What follows belongs to an exercise in optimizing a design on an open flow for small area; a production flow would make more cautious choices. The RTL was checked by simulation tests, not by an equivalence proof against the original design. The clock input has no modelled driver; a real chip could not lean on it and would need a root buffer or a full tree. Power figures rest on the tool's default switching activity, not on a simulated workload.

== rev 12 ==
Design top_module, start of the top module:
module top_module (
    input  logic       clk,
    input  logic       reset,
    input  logic [3:0] dip_switch,
    input  logic       input_ready1,
    input  logic       input_ready2,
    output logic [6:0] segments,
    output logic [3:0] display_select
);
For scale: ~190 cells after synthesis, about 19 I/O pins, about 2300 µm² of cells after synthesis.
Settings: LEC_CHECK=0, ABC_AREA=1, CAP_MARGIN=20, CORE_MARGIN=2, CORE_UTILIZATION=60, SLEW_MARGIN=20; clock period 14.0 ns.
standard.sh (not shown) runs the stock make flow with config.mk's settings and CLKGATE_MAP_FILE= SYNTH_SCRIPT=/design/flow/synth_recipe.tcl, a recipe that flattens the netlist after the stock synthesis.
==> flow/flow/run.sh <==
#!/bin/bash
# Standard synthesis, then the combinational logic re-mapped with a stronger
# ABC script (registers untouched), then the standard layout.
set -euo pipefail
W=$PWD
R=$W/orfs/results/$FLOW_PLATFORM/top_module/base
YOSYS=$FLOW_HOME/../tools/install/yosys/bin/yosys
[[ -x $YOSYS ]] || YOSYS=yosys

bash standard.sh synth > $W/synth.log 2>&1

cp $R/1_2_yosys.v $W/std_1_2_yosys.v
export REOPT_LIB=$FLOW_HOME/platforms/$FLOW_PLATFORM/lib/sky130_fd_sc_hd__tt_025C_1v80.lib
export REOPT_IN=$W/std_1_2_yosys.v
export REOPT_OUT=$W/reopt_1_2_yosys.v
export REOPT_TOP=$FLOW_TOP
export REOPT_DIR=$W
export REOPT_SCRIPT=$W/flow/reopt.abc
export REOPT_FA=-fa
export REOPT_ADDER_MAP=$FLOW_HOME/platforms/$FLOW_PLATFORM/cells_adders_hd.v
export REOPT_DONT_USE="$(grep -o -- '-dont_use [A-Za-z0-9_]*' $W/orfs/logs/$FLOW_PLATFORM/top_module/base/1_2_yosys.log | awk '{print $2}' | sort -u | tr '\n' ' ')"
$YOSYS -c $W/flow/reopt.tcl > $W/reopt.log 2>&1 || true

# Use the re-mapped netlist only if it is proven equivalent to the standard one.
sed -e "s|@LIB@|$REOPT_LIB|" -e "s|@GOLD@|$REOPT_IN|" -e "s|@GATE@|$REOPT_OUT|" -e "s|@TOP@|$FLOW_TOP|g" \
    $W/flow/equiv.ys.in > $W/equiv.ys
if $YOSYS -s $W/equiv.ys > $W/equiv.log 2>&1; then
  cp $REOPT_OUT $R/1_2_yosys.v
  rm -f $R/1_synth.odb $R/1_synth.sdc
fi
# extra make variables for the layout, one per line
EXTRA=()
[[ -f $W/flow/make.args ]] && mapfile -t EXTRA < <(grep -v '^#' $W/flow/make.args | grep -v '^$')
# clock distribution: one buffer (flow/pre_cts.tcl)
EXTRA+=("PRE_CTS_TCL=$W/flow/pre_cts.tcl" "ROOT_CLK_PORT=clk")
bash standard.sh finish "${EXTRA[@]}" > $W/layout.log 2>&1
==> flow/flow/reopt.abc <==
strash
&get -n
&deepsyn -J 20 -T 300
&put
&get -n
&dch -f
&nf -R 1000
&put
topo
==> flow/flow/reopt.tcl <==
# Re-map the combinational logic of the standard synthesis netlist with a
# stronger ABC script.  Flip-flops (and tie cells) are kept as they are:
# same instances, names and cell types.  Full adders are extracted first and
# mapped to the full-adder cell, which ABC cannot use itself.
set lib $::env(REOPT_LIB)
yosys read_liberty -ignore_miss_func $lib
yosys blackbox sky130_fd_sc_hd__df* sky130_fd_sc_hd__edf* sky130_fd_sc_hd__sdf* sky130_fd_sc_hd__sedf* sky130_fd_sc_hd__dl* sky130_fd_sc_hd__conb*
yosys read_verilog $::env(REOPT_IN)
yosys hierarchy -top $::env(REOPT_TOP)
yosys flatten
yosys rename -hide w:_*_.*
yosys opt_clean -purge
yosys techmap
yosys opt -fast
yosys extract_fa $::env(REOPT_FA)
yosys techmap -map $::env(REOPT_ADDER_MAP)
yosys techmap
yosys opt -fast -purge
yosys tee -o $::env(REOPT_DIR)/reopt_before.stat stat -liberty $lib
set du {}
foreach c [split $::env(REOPT_DONT_USE)] { if {$c ne ""} { lappend du -dont_use $c } }
yosys abc -liberty $lib -script $::env(REOPT_SCRIPT) {*}$du
yosys setundef -zero
yosys splitnets
yosys opt_clean -purge
yosys hilomap -singleton -hicell sky130_fd_sc_hd__conb_1 HI -locell sky130_fd_sc_hd__conb_1 LO
yosys insbuf -buf sky130_fd_sc_hd__buf_4 A X
yosys tee -o $::env(REOPT_DIR)/reopt_after.stat stat -liberty $lib
yosys read_liberty -lib -ignore_redef $lib
yosys hierarchy -top $::env(REOPT_TOP)
yosys check -assert
yosys write_verilog -noattr -nohex -nodec $::env(REOPT_OUT)
Other scripts of this flow, unchanged in this note and not shown: flow/flow/equiv.ys.in, flow/flow/make.args, flow/flow/pre_cts.tcl
Modified inputs, rev 13 compared to rev 12
==> flow/flow/run.sh <==
#!/bin/bash
# Standard synthesis; then its combinational logic re-mapped with a stronger
# ABC script (flip-flops untouched, full adders mapped to the full-adder cell,
# result proven equivalent); then the standard layout, with the smallest
# port buffers and a clock distributed by a few buffers (flow/pre_cts.tcl).
# Each tool's output goes to a log file here.
set -euo pipefail
W=$PWD
R=$W/orfs/results/$FLOW_PLATFORM/top_module/base
YOSYS=$FLOW_HOME/../tools/install/yosys/bin/yosys
[[ -x $YOSYS ]] || YOSYS=yosys

bash standard.sh synth > $W/synth.log 2>&1

cp $R/1_2_yosys.v $W/std_1_2_yosys.v
export REOPT_LIB=$FLOW_HOME/platforms/$FLOW_PLATFORM/lib/sky130_fd_sc_hd__tt_025C_1v80.lib
export REOPT_IN=$W/std_1_2_yosys.v
export REOPT_TOP=$FLOW_TOP
export REOPT_FA=-fa
export REOPT_ADDER_MAP=$FLOW_HOME/platforms/$FLOW_PLATFORM/cells_adders_hd.v
export REOPT_DONT_USE="$(grep -o -- '-dont_use [A-Za-z0-9_]*' $W/orfs/logs/$FLOW_PLATFORM/top_module/base/1_2_yosys.log | awk '{print $2}' | sort -u | tr '\n' ' ')"

# ABC's search depends on its random seed: map with several seeds (in
# parallel) and keep the smallest netlist that is proven equivalent to the
# standard one.
SEEDS="1 2 3 4 5 6 7 8"
for s in $SEEDS; do
  mkdir -p $W/reopt_$s
  sed "s/@SEED@/$s/" $W/flow/reopt.abc.in > $W/reopt_$s/reopt.abc
  ( export REOPT_DIR=$W/reopt_$s REOPT_OUT=$W/reopt_$s/netlist.v REOPT_SCRIPT=$W/reopt_$s/reopt.abc
    $YOSYS -c $W/flow/reopt.tcl > $W/reopt_$s/reopt.log 2>&1 || true ) &
  while (( $(jobs -rp | wc -l) >= ${NUM_CORES:-4} )); do sleep 0.2; done
done
wait
BEST=""
BEST_AREA=""
for s in $SEEDS; do
  A=$(grep -i 'chip area' $W/reopt_$s/reopt_after.stat 2>/dev/null | awk '{print $NF}' || true)
  [[ -n $A && -f $W/reopt_$s/netlist.v ]] || continue
  sed -e "s|@LIB@|$REOPT_LIB|" -e "s|@GOLD@|$REOPT_IN|" -e "s|@GATE@|$W/reopt_$s/netlist.v|" -e "s|@TOP@|$FLOW_TOP|g" \
      $W/flow/equiv.ys.in > $W/reopt_$s/equiv.ys
  $YOSYS -s $W/reopt_$s/equiv.ys > $W/reopt_$s/equiv.log 2>&1 || continue
  echo "seed $s: area $A, equivalent" >> $W/reopt_summary.log
  if [[ -z $BEST ]] || awk "BEGIN{exit !($A < $BEST_AREA)}"; then BEST=$s; BEST_AREA=$A; fi
done
echo "chosen seed: ${BEST:-none} ($BEST_AREA)" >> $W/reopt_summary.log
if [[ -n $BEST ]]; then
  cp $W/reopt_$BEST/netlist.v $R/1_2_yosys.v
  rm -f $R/1_synth.odb $R/1_synth.sdc
fi

# extra make variables for the layout, one per line
EXTRA=()
[[ -f $W/flow/make.args ]] && mapfile -t EXTRA < <(grep -v '^#' $W/flow/make.args | grep -v '^$')
# clock distribution: a few buffers driven by the clock port (flow/pre_cts.tcl)
EXTRA+=("PRE_CTS_TCL=$W/flow/pre_cts.tcl" "ROOT_CLK_PORT=clk")
bash standard.sh finish "${EXTRA[@]}" > $W/layout.log 2>&1
==> flow/flow/reopt.abc.in (new file) <==
strash
&get -n
&deepsyn -J 50 -S @SEED@ -T 300
&put
&get -n
&dch -f
&nf -R 1000
&put
topo
removed: flow/flow/reopt.abc
### Flow results
Cmp rev 13 vs rev 12: met2 layer wire length in the routed design higher in rev 13. Between rev 12 and rev 13, the synthesized netlist net count is higher for rev 12. Rev 12 → rev 13: y dimension of the die shows a reduction of about 0.5%; post-DP HPWL shows a reduction of 3.2%; combinational power share shows an increase of 3.1 points. Via count of the first global-routing pass (rev 13 vs. rev 12) decreases by a little under 10%. From rev 12 to rev 13 the numbers moved as follows: ratio of total power to cell area saw an increase, synthesized cell count saw a decrease, transition at the pin with the smallest max-transition slack saw an increase, die area saw a decrease.
No run of this note takes its clock network from TritonCTS; it comes from the design's own scripts or RTL.

## static timing again, ports no longer ideal
The flow's constraints put no driver on any port. The routed layouts listed below were extracted and timed again, unchanged, in two steps.
Step 1: set_driving_cell puts a clkbuf_16 on clk and a buf_2 on each other input, an assumption about the parent block.
Step 2 moves the port delays by t, midway between the first and last clock arrival at a register: inputs arrive t later, outputs are due t later. That takes back most of the time a late clock gives input paths.
Slacks: ideal / step 1 / step 2; pairs: ideal / step 1.
run	t (ns)	slack for setup (ns)	hold slack, ns	cell pins on the clock port's net
rev 12	0.203	6.231 / 6.231 / 6.231	0.367 / 0.367 / 0.367	3
rev 13	0.198	6.399 / 6.399 / 6.399	0.369 / 0.369 / 0.369	3
After both steps every run listed still meets setup and hold.
